What follows belongs to an exercise in optimizing a design on an open flow for small area and a short achievable clock period; a production flow would make more cautious choices.
Only simulation tests tie the RTL to the original design; equivalence was not proved.

== run A ==
==> flow/design.v (excerpt) <==
module mrra_ik_solver (
    input       wire                        i_clk,
    input       wire                        i_reset,
    input       wire        [7  : 0]        i_coord_x,
    input       wire        [7  : 0]        i_coord_y,
    output      reg         [31 : 0]        o_q_theta_1,
    output      reg         [31 : 0]        o_q_theta_2
);
==> flow/config.mk <==
export PLATFORM = sky130hd
export DESIGN_NAME = mrra_ik_solver
export DESIGN_NICKNAME = mrra_ik_solver
export VERILOG_FILES = /design/flow/design.v
export SDC_FILE = /design/flow/constraint.sdc
export NUM_CORES = 4
export LEC_CHECK = 0
export CAP_MARGIN = 20
export CORE_MARGIN = 2
export CORE_UTILIZATION = 40
export SLEW_MARGIN = 20
export SYNTH_MEMORY_MAX_BITS = 65536
==> flow/constraint.sdc <==
create_clock -name core_clock -period 180.0 [get_ports {i_clk}]
set_input_delay 36.0000 -clock core_clock [delete_from_list [all_inputs] [get_ports {i_clk}]]
set_output_delay 36.0000 -clock core_clock [all_outputs]
set_load 0.01 [all_outputs]
standard.sh (not shown) runs the stock make flow with config.mk's settings and CLKGATE_MAP_FILE= SYNTH_SCRIPT=/design/flow/synth_recipe.tcl, a recipe that flattens the netlist after the stock synthesis.
==> flow/flow/run.sh <==
#!/bin/bash
# Layout flow: the standard flow (standard.sh) unchanged, except that synthesis maps the
# combinational logic with an area-oriented ABC script (flow/abc_map.script) instead of ORFS's
# delay-oriented one. Registers are mapped by the same dfflibmap step as in the standard flow.
# Every input and output port is still buffered (buffer_ports), with the small buf_1 cell
# instead of the delay cell the resizer picks by default. Timing repair is asked for 143 ns of
# setup slack (the constraints are unchanged), so that it works on the paths that set the period.
set -euo pipefail
W=$(pwd)
rm -rf "$W/scripts_area"
mkdir -p "$W/scripts_area"
cp -r "$FLOW_HOME/scripts/." "$W/scripts_area/"
cp "$W/flow/abc_map.script" "$W/scripts_area/abc_speed.script"
cp "$W/flow/abc_map.script" "$W/scripts_area/abc_area.script"
SCRIPTS_DIR="$W/scripts_area" bash standard.sh synth > "$W/synth.log" 2>&1
SETUP_SLACK_MARGIN=143 BUFFER_PORTS_ARGS="-inputs -outputs -buffer_cell sky130_fd_sc_hd__buf_1" bash standard.sh > "$W/layout.log" 2>&1
==> flow/flow/abc_map.script <==
&get -n
&st
&deepsyn -T 300
&dch -f
&nf -R 1000
&put
buffer -c
topo
stime -c
upsize -c
dnsize -c
The inputs of run B differ from those of run A as listed below.
diff --git a/flow/flow/run.sh b/flow/flow/run.sh
--- a/flow/flow/run.sh
+++ b/flow/flow/run.sh
@@ -6 +6 @@
-# instead of the delay cell the resizer picks by default. Timing repair is asked for 143 ns of
+# instead of the delay cell the resizer picks by default. Timing repair is asked for 143.3 ns of
@@ -16 +16 @@
-SETUP_SLACK_MARGIN=143 BUFFER_PORTS_ARGS="-inputs -outputs -buffer_cell sky130_fd_sc_hd__buf_1" bash standard.sh > "$W/layout.log" 2>&1
+SETUP_SLACK_MARGIN=143.3 BUFFER_PORTS_ARGS="-inputs -outputs -buffer_cell sky130_fd_sc_hd__buf_1" bash standard.sh > "$W/layout.log" 2>&1
==> flow/flow/abc_map.script <==
&get -n
&st
&deepsyn -T 300
&dch -f
&nf -R 1000
&put
topo
### Flow results
Changes observed in run B relative to run A: global routing usage summed across all routing layers now larger, synthesized area decreased about 4.5%, final cell count lower, worst reg2reg path depth decreased by 12 relative to the old numbers.
On maximum frequency from static timing analysis, run A and run B are basically level.
Between run A and run B, the flow reports via count of the first global-routing pass increasing by a few percent.
In the tables for run A and run B, post-synthesis cell count reads higher with run A.
Run B -> run A: period utilization flat
Cmp run A and run B / non-clock buffer instance count of the final layout / higher: run B
Looking at half-perimeter wire length after placement across run A and run B, the one that comes out higher is run B.

========
== middle ==
Another version of the RTL of mrra_ik_solver (not shown whole).
For scale: about 1700 cells after synthesis, roughly 0.013 mm² of cells after synthesis.
Settings: LEC_CHECK=0, CAP_MARGIN=20, CORE_MARGIN=2, CORE_UTILIZATION=40, SLEW_MARGIN=20, SYNTH_MEMORY_MAX_BITS=65536; clock period 180.0 ns.
==> flow/flow/run.sh <==
#!/bin/bash
# Layout flow: the standard flow (standard.sh) unchanged, except that synthesis maps the
# combinational logic with an area-oriented ABC script (flow/abc_map.script) instead of ORFS's
# delay-oriented one. Registers are mapped by the same dfflibmap step as in the standard flow.
set -euo pipefail
W=$(pwd)
rm -rf "$W/scripts_area"
mkdir -p "$W/scripts_area"
cp -r "$FLOW_HOME/scripts/." "$W/scripts_area/"
cp "$W/flow/abc_map.script" "$W/scripts_area/abc_speed.script"
cp "$W/flow/abc_map.script" "$W/scripts_area/abc_area.script"
SCRIPTS_DIR="$W/scripts_area" bash standard.sh synth > "$W/synth.log" 2>&1
bash standard.sh > "$W/layout.log" 2>&1
==> flow/flow/abc_map.script <==
&get -n
&st
&deepsyn -T 120
&dch -f
&nf -R 1000
&put
buffer -c
topo
stime -c
upsize -c
dnsize -c
middle finished all stages; the layout is clean.
diff inputs: middle => north
-- flow/flow/abc_map.script --
<<< middle, line 3
&deepsyn -T 120
>>> north, line 3
&deepsyn -T 300
### Flow results
Against middle as the reference, north delivers a lower antenna diode count.
In the tables for middle and north, relative area change from synthesis to final layout reads lower with north.
middle → north: violation count after the first detailed-route iteration decreased by 118 relative to the old numbers; die area decreased by about 0.8% relative to the old numbers.
Diff middle -> north: number of global-route vias before repair decreased by 2.4% relative to the old numbers, global routing usage summed across all routing layers saw a decrease, pre-CTS setup slack down 320 ps, mux contribution to synthesized area shows no meaningful change.

========
## old
RTL: one of the versions met above, not the one the previous note started from.
For scale: roughly 64 flip-flops, roughly 82 I/O pins.
export LEC_CHECK = 0
export CAP_MARGIN = 20
export CORE_MARGIN = 2
export CORE_UTILIZATION = 40
export SLEW_MARGIN = 20
export SYNTH_MEMORY_MAX_BITS = 65536
create_clock -name core_clock -period 180.0 [get_ports {i_clk}]
==> flow/flow/run.sh <==
#!/bin/bash
# Layout flow: the standard flow (standard.sh) unchanged, except that synthesis maps the
# combinational logic with an area-oriented ABC script (flow/abc_map.script) instead of ORFS's
# delay-oriented one. Registers are mapped by the same dfflibmap step as in the standard flow.
# Every input and output port is still buffered (buffer_ports), with the small buf_1 cell
# instead of the delay cell the resizer picks by default. Timing repair is asked for 143 ns of
# setup slack (the constraints are unchanged), so that it works on the paths that set the period.
set -euo pipefail
W=$(pwd)
rm -rf "$W/scripts_area"
mkdir -p "$W/scripts_area"
cp -r "$FLOW_HOME/scripts/." "$W/scripts_area/"
cp "$W/flow/abc_map.script" "$W/scripts_area/abc_speed.script"
cp "$W/flow/abc_map.script" "$W/scripts_area/abc_area.script"
SCRIPTS_DIR="$W/scripts_area" bash standard.sh synth > "$W/synth.log" 2>&1
SETUP_SLACK_MARGIN=143 BUFFER_PORTS_ARGS="-inputs -outputs -buffer_cell sky130_fd_sc_hd__buf_1" bash standard.sh > "$W/layout.log" 2>&1
==> flow/flow/abc_map.script <==
&get -n
&st
&deepsyn -T 300
&dch -f
&nf -R 1000
&put
topo
#### Input delta (new over old)
==> flow/flow/abc_map.script <==
&get -n
&st
&deepsyn -T 120
&dch -f
&nf -R 1000
&put
topo
==> run summary <==
In new, the total non-filler cell area in the finished layout came out 0.73% above the value in old.
The met3 track utilization from global routing in new sits 4.4 points above the value recorded for old.
On global-route track usage on met1: new sits below old.

==> port drivers added, routing unchanged <==
How much do the figures lean on ideal ports? The routed layouts below were timed once more, with nothing changed but the port constraints. Step 1 sets driving cells, clkbuf_16 on the clock port and buf_2 on the other inputs (assumed; they add their load-dependent delay and slew). Step 2, shift: input delay + t, output delay - t, t = (earliest + latest rising clock arrival at the registers) / 2. This alone moves slack from input paths to output paths. Three values: ideal ports, drivers, drivers and shift; two values: the first two.
run	t, ns	slack for setup (ns)	hold WS [ns]	worst setup path at the end
run A	0.384	143.115 / 143.071 / 143.027	1.346 / 1.346 / 1.346	input to register
run B	0.387	143.148 / 143.104 / 143.169	1.306 / 1.306 / 1.306	input to register
middle	0.384	141.342 / 141.342 / 141.342	1.176 / 1.176 / 1.176	register to register
north	0.392	141.114 / 141.114 / 141.114	1.213 / 1.213 / 1.213	register to register
old	0.372	143.125 / 143.082 / 143.007	1.331 / 1.331 / 1.331	input to register
new	0.388	143.104 / 143.061 / 142.997	1.360 / 1.360 / 1.360	input to register
After both steps setup and hold are still met in every run listed. For old, which loses most, drivers alone change the setup slack by -0.043 ns; drivers and shift together by -0.118 ns.
